Context: an optimization exercise on an open-source flow, tuned for small area, a short achievable clock period and few clock cycles. The choices shown serve that exercise and are no tape-out recipe. RTL that was checked went through simulation tests only; none was proved equivalent to the original. No activity file was given, so power comes from the tool's default toggle rates.

Setup of job 2956:
## single_cycle_risc
module single_cycle_risc (
  input         clk,
  input         rst,
  output [31:0] imem_addr,
  input  [31:0] imem_data,
  output        wb_valid,
  output [4:0]  wb_rd,
  output [31:0] wb_data
);
Size: roughly 5300 cells after synthesis, ~1500 flip-flops, ~71000 um^2 of cells after synthesis.
==> flow/config.mk <==
export PLATFORM = sky130hd
export DESIGN_NAME = single_cycle_risc
export DESIGN_NICKNAME = single_cycle_risc
export VERILOG_FILES = /design/flow/design.v
export SDC_FILE = /design/flow/constraint.sdc
export NUM_CORES = 8
export LEC_CHECK = 0
export CAP_MARGIN = 30
export CELL_PAD_IN_SITES_DETAIL_PLACEMENT = 1
export CELL_PAD_IN_SITES_GLOBAL_PLACEMENT = 2
export CORE_MARGIN = 2
export CORE_UTILIZATION = 40
export PLACE_DENSITY = 0.55
export SLEW_MARGIN = 30
export SYNTH_HIERARCHICAL = 1
==> flow/constraint.sdc <==
create_clock -name core_clock -period 25.0 [get_ports {clk}]
set_input_delay 5.0000 -clock core_clock [delete_from_list [all_inputs] [get_ports {clk}]]
set_output_delay 5.0000 -clock core_clock [all_outputs]
set_load 0.01 [all_outputs]
standard.sh (not shown) runs the stock make flow with config.mk's settings and CLKGATE_MAP_FILE= SYNTH_SCRIPT=/design/flow/synth_recipe.tcl, a recipe that flattens the netlist after the stock synthesis.
==> flow/flow/run.sh <==
#!/bin/bash
# Layout: the standard ORFS flow (standard.sh), with
#  - timing repair aimed well below the design's clock period (a setup-slack
#    margin), so that the period the layout achieves gets optimised;
#  - port buffers of a stronger cell than the default delay buffer;
set -euo pipefail
CTS="-sink_clustering_enable -repair_clock_nets -sink_clustering_size 26 -sink_clustering_max_diameter 100 -dont_use_dummy_load -buf_list {sky130_fd_sc_hd__clkbuf_8 sky130_fd_sc_hd__clkbuf_16}"
bash standard.sh SETUP_SLACK_MARGIN=${MARGIN:-18.5} TNS_END_PERCENT=${TNS:-0} \
  "BUFFER_PORTS_ARGS=-buffer_cell sky130_fd_sc_hd__buf_4" "CTS_ARGS=$CTS" finish > standard_flow.log 2>&1
Job 2956: all stages complete, timing, DRC and antenna checks passed
Testbench counts of job 2956, summed over its fixed seeds: cycles 32,822.
[inputs] job 5997 vs job 2956
- a change of PLACE_DENSITY from 0.55 to 0.5
- an added GPL_TIMING_DRIVEN of 0
==> results.txt <==
Timing, DRC, antenna: 0 failures across job 5997 and job 2956
Changes observed in job 5997 relative to job 2956: worst stage delay on the critical path fell 0.03 ns; wire length the detailed router placed on met1 rose 4900 um; overall power rose 0.17 mW.
The source of the critical timing path comes out imem_data[17] in one run and imem_data[16] in the other, namely in job 5997 and job 2956 respectively.
Here is what was changed in the inputs of job 379 compared with job 5997.
- removing GPL_TIMING_DRIVEN (formerly 0)
Findings:
In terms of data required time of the worst path, job 379 and job 5997 differ only marginally.
In the reports for job 379 and job 5997, the smaller wire length per cell after detailed routing belongs to job 379.
Looking at fraction of area in multi-input gates across job 379 and job 5997, the one that comes out higher is job 379.
Re non-filler instance count after layout: job 379 is 281 down on job 5997.
Job 379 against job 5997; cell area is down by a few percent.
Compared with job 5997, in job 379 global-route usage down 2.7 points, highest net fanout along the worst path up 22, wire length down 7.0%.
The following lists how job 3496 was set up differently from job 379:
==> flow/flow/run.sh <==
#!/bin/bash
# Layout: the standard ORFS flow (standard.sh), with
#  - timing repair aimed well below the design's clock period (a setup-slack
#    margin), so that the period the layout achieves gets optimised;
#  - port buffers of a stronger cell than the default delay buffer;
set -euo pipefail
CTS="-sink_clustering_enable -repair_clock_nets -sink_clustering_size 26 -sink_clustering_max_diameter 100 -dont_use_dummy_load -buf_list {sky130_fd_sc_hd__clkbuf_8 sky130_fd_sc_hd__clkbuf_16}"
bash standard.sh SETUP_SLACK_MARGIN=${MARGIN:-18.5} TNS_END_PERCENT=${TNS:-20} \
  "BUFFER_PORTS_ARGS=-buffer_cell sky130_fd_sc_hd__buf_4" "CTS_ARGS=$CTS" finish > standard_flow.log 2>&1
## What came out
Job 3496 and job 379 ended up with nearly the same fmax.
The fraction of met2 tracks used by global routing was comparable across job 3496 and job 379.
Compared to job 379, the routing of job 3496 uses more wire.
Job 3496 leaves more setup margin than job 379.
| final critical-path share of the clock period | job 379 vs job 3496 | ≈ equal |
Sort job 3496 and job 379 by sequential fraction of design power, descending, and job 379 comes first.
Relative to job 379, fraction of power spent switching nets has increased by 0.15 points in job 3496.
Job 3496 reports its highest-delay cell along the critical path as sky130_fd_sc_hd__a222oi_1 while job 379 reports sky130_fd_sc_hd__nor3_2.
In job 3496, the number of clock buffers inserted by TritonCTS came out 2 above the value in job 379.

## run 1
Another version of the RTL of single_cycle_risc (not shown whole).
Size: about 5600 cells after synthesis, roughly 1500 flip-flops, ~100 I/O pins.
clock: 25.0 ns
lec_check: 0
cap_margin: 30
cell_pad_in_sites_detail_placement: 1
cell_pad_in_sites_global_placement: 2
core_margin: 2
core_utilization: 40
place_density: 0.5
slew_margin: 30
synth_hierarchical: 1
==> flow/flow/run.sh <==
#!/bin/bash
# Layout: the standard ORFS flow (standard.sh), with
#  - timing repair aimed well below the design's clock period (a setup-slack
#    margin), so that the period the layout achieves gets optimised;
#  - port buffers of a stronger cell than the default delay buffer;
set -euo pipefail
CTS="-sink_clustering_enable -repair_clock_nets -sink_clustering_size 20 -sink_clustering_max_diameter 100 -dont_use_dummy_load -buf_list {sky130_fd_sc_hd__clkbuf_8 sky130_fd_sc_hd__clkbuf_16}"
bash standard.sh SETUP_SLACK_MARGIN=${MARGIN:-18.8} TNS_END_PERCENT=${TNS:-0} \
  "BUFFER_PORTS_ARGS=-buffer_cell sky130_fd_sc_hd__buf_4" "CTS_ARGS=$CTS" finish > standard_flow.log 2>&1
In summary, run 1 completed successfully, with a layout that passed the timing, design-rule and antenna checks.
Edits applied to the flow inputs when going from run 1 to run 2:
--- a/flow/flow/run.sh
+++ b/flow/flow/run.sh
@@ -8 +8 @@
-bash standard.sh SETUP_SLACK_MARGIN=${MARGIN:-18.8} TNS_END_PERCENT=${TNS:-0} \
+bash standard.sh SETUP_SLACK_MARGIN=${MARGIN:-18.0} TNS_END_PERCENT=${TNS:-0} \
--- outcome ---
When run 2 is set beside run 1, its cell-internal power turns out to be about 0.8% smaller.
Higher post-route fraction of the period consumed by the critical path goes to run 2 over run 1.
[compare] base=run 1 new=run 2: maximum single-stage delay on the critical path up 240 ps; via count now smaller; utilization has decreased; clock period minus final worst setup slack saw an increase.
Between run 2 and run 1, it is run 2 whose overall power consumption is lower, by about 0.8%.
diff inputs: run 2 => run 3
- swapping 0.5 for 0.62 in PLACE_DENSITY
- swapping 40 for 45 in CORE_UTILIZATION
--- a/flow/flow/run.sh
+++ b/flow/flow/run.sh
@@ -8 +8 @@
-bash standard.sh SETUP_SLACK_MARGIN=${MARGIN:-18.0} TNS_END_PERCENT=${TNS:-0} \
+bash standard.sh SETUP_SLACK_MARGIN=${MARGIN:-18.5} TNS_END_PERCENT=${TNS:-0} \
### Flow results
Switching fraction of total power ended up 0.43 points lower on run 3 than on run 2. Compared with run 2, run 3 shows number of standard cells in the layout, taps in and fillers out that has gone down slightly. The higher post-placement cell area of run 2 and run 3 is in run 2. Taking run 2 as the reference, in run 3 power neither gained nor lost much, total wirelength of the detailed-routed design lost about 3%. Source-to-sink clock delay at the later pin of the worst-skew pair across run 2 and run 3: no real change.
No run of this note included a check of the RTL's function; only the layout flow was run.

==> port drivers added, routing unchanged <==
How much do the figures lean on ideal ports? The routed layouts below were timed once more, with nothing changed but the port constraints.
Step 1: set_driving_cell puts a clkbuf_16 on clk and a buf_2 on each other input, an assumption about the parent block.
Step 2, shift: input delay + t, output delay - t, t = (earliest + latest rising clock arrival at the registers) / 2. This alone moves slack from input paths to output paths.
Slacks: ideal ports / drivers / drivers and shift; pairs: ideal ports / drivers.
run	t, ns	setup slack, ns	worst setup path after step 2	worst slew at a driven data input, ns	cell pins on the clock port's net
job 2956	0.780	17.814 / 17.881 / 17.101	input to register	0.08	1
job 5997	0.766	17.478 / 17.545 / 16.779	input to register	0.09	1
job 379	0.780	17.814 / 17.881 / 17.101	input to register	0.08	1
job 3496	0.789	17.821 / 17.846 / 17.056	input to register	0.08	1
run 1	0.814	18.097 / 18.099 / 17.285	input to register	0.11	1
run 2	0.806	17.812 / 17.872 / 17.066	input to register	0.10	1
run 3	0.780	17.949 / 17.989 / 17.209	input to register	0.15	1
After both steps every run listed still meets setup and hold. The setup slack of run 1, which loses most, moves by +0.002 ns with the drivers and by -0.812 ns with both steps.
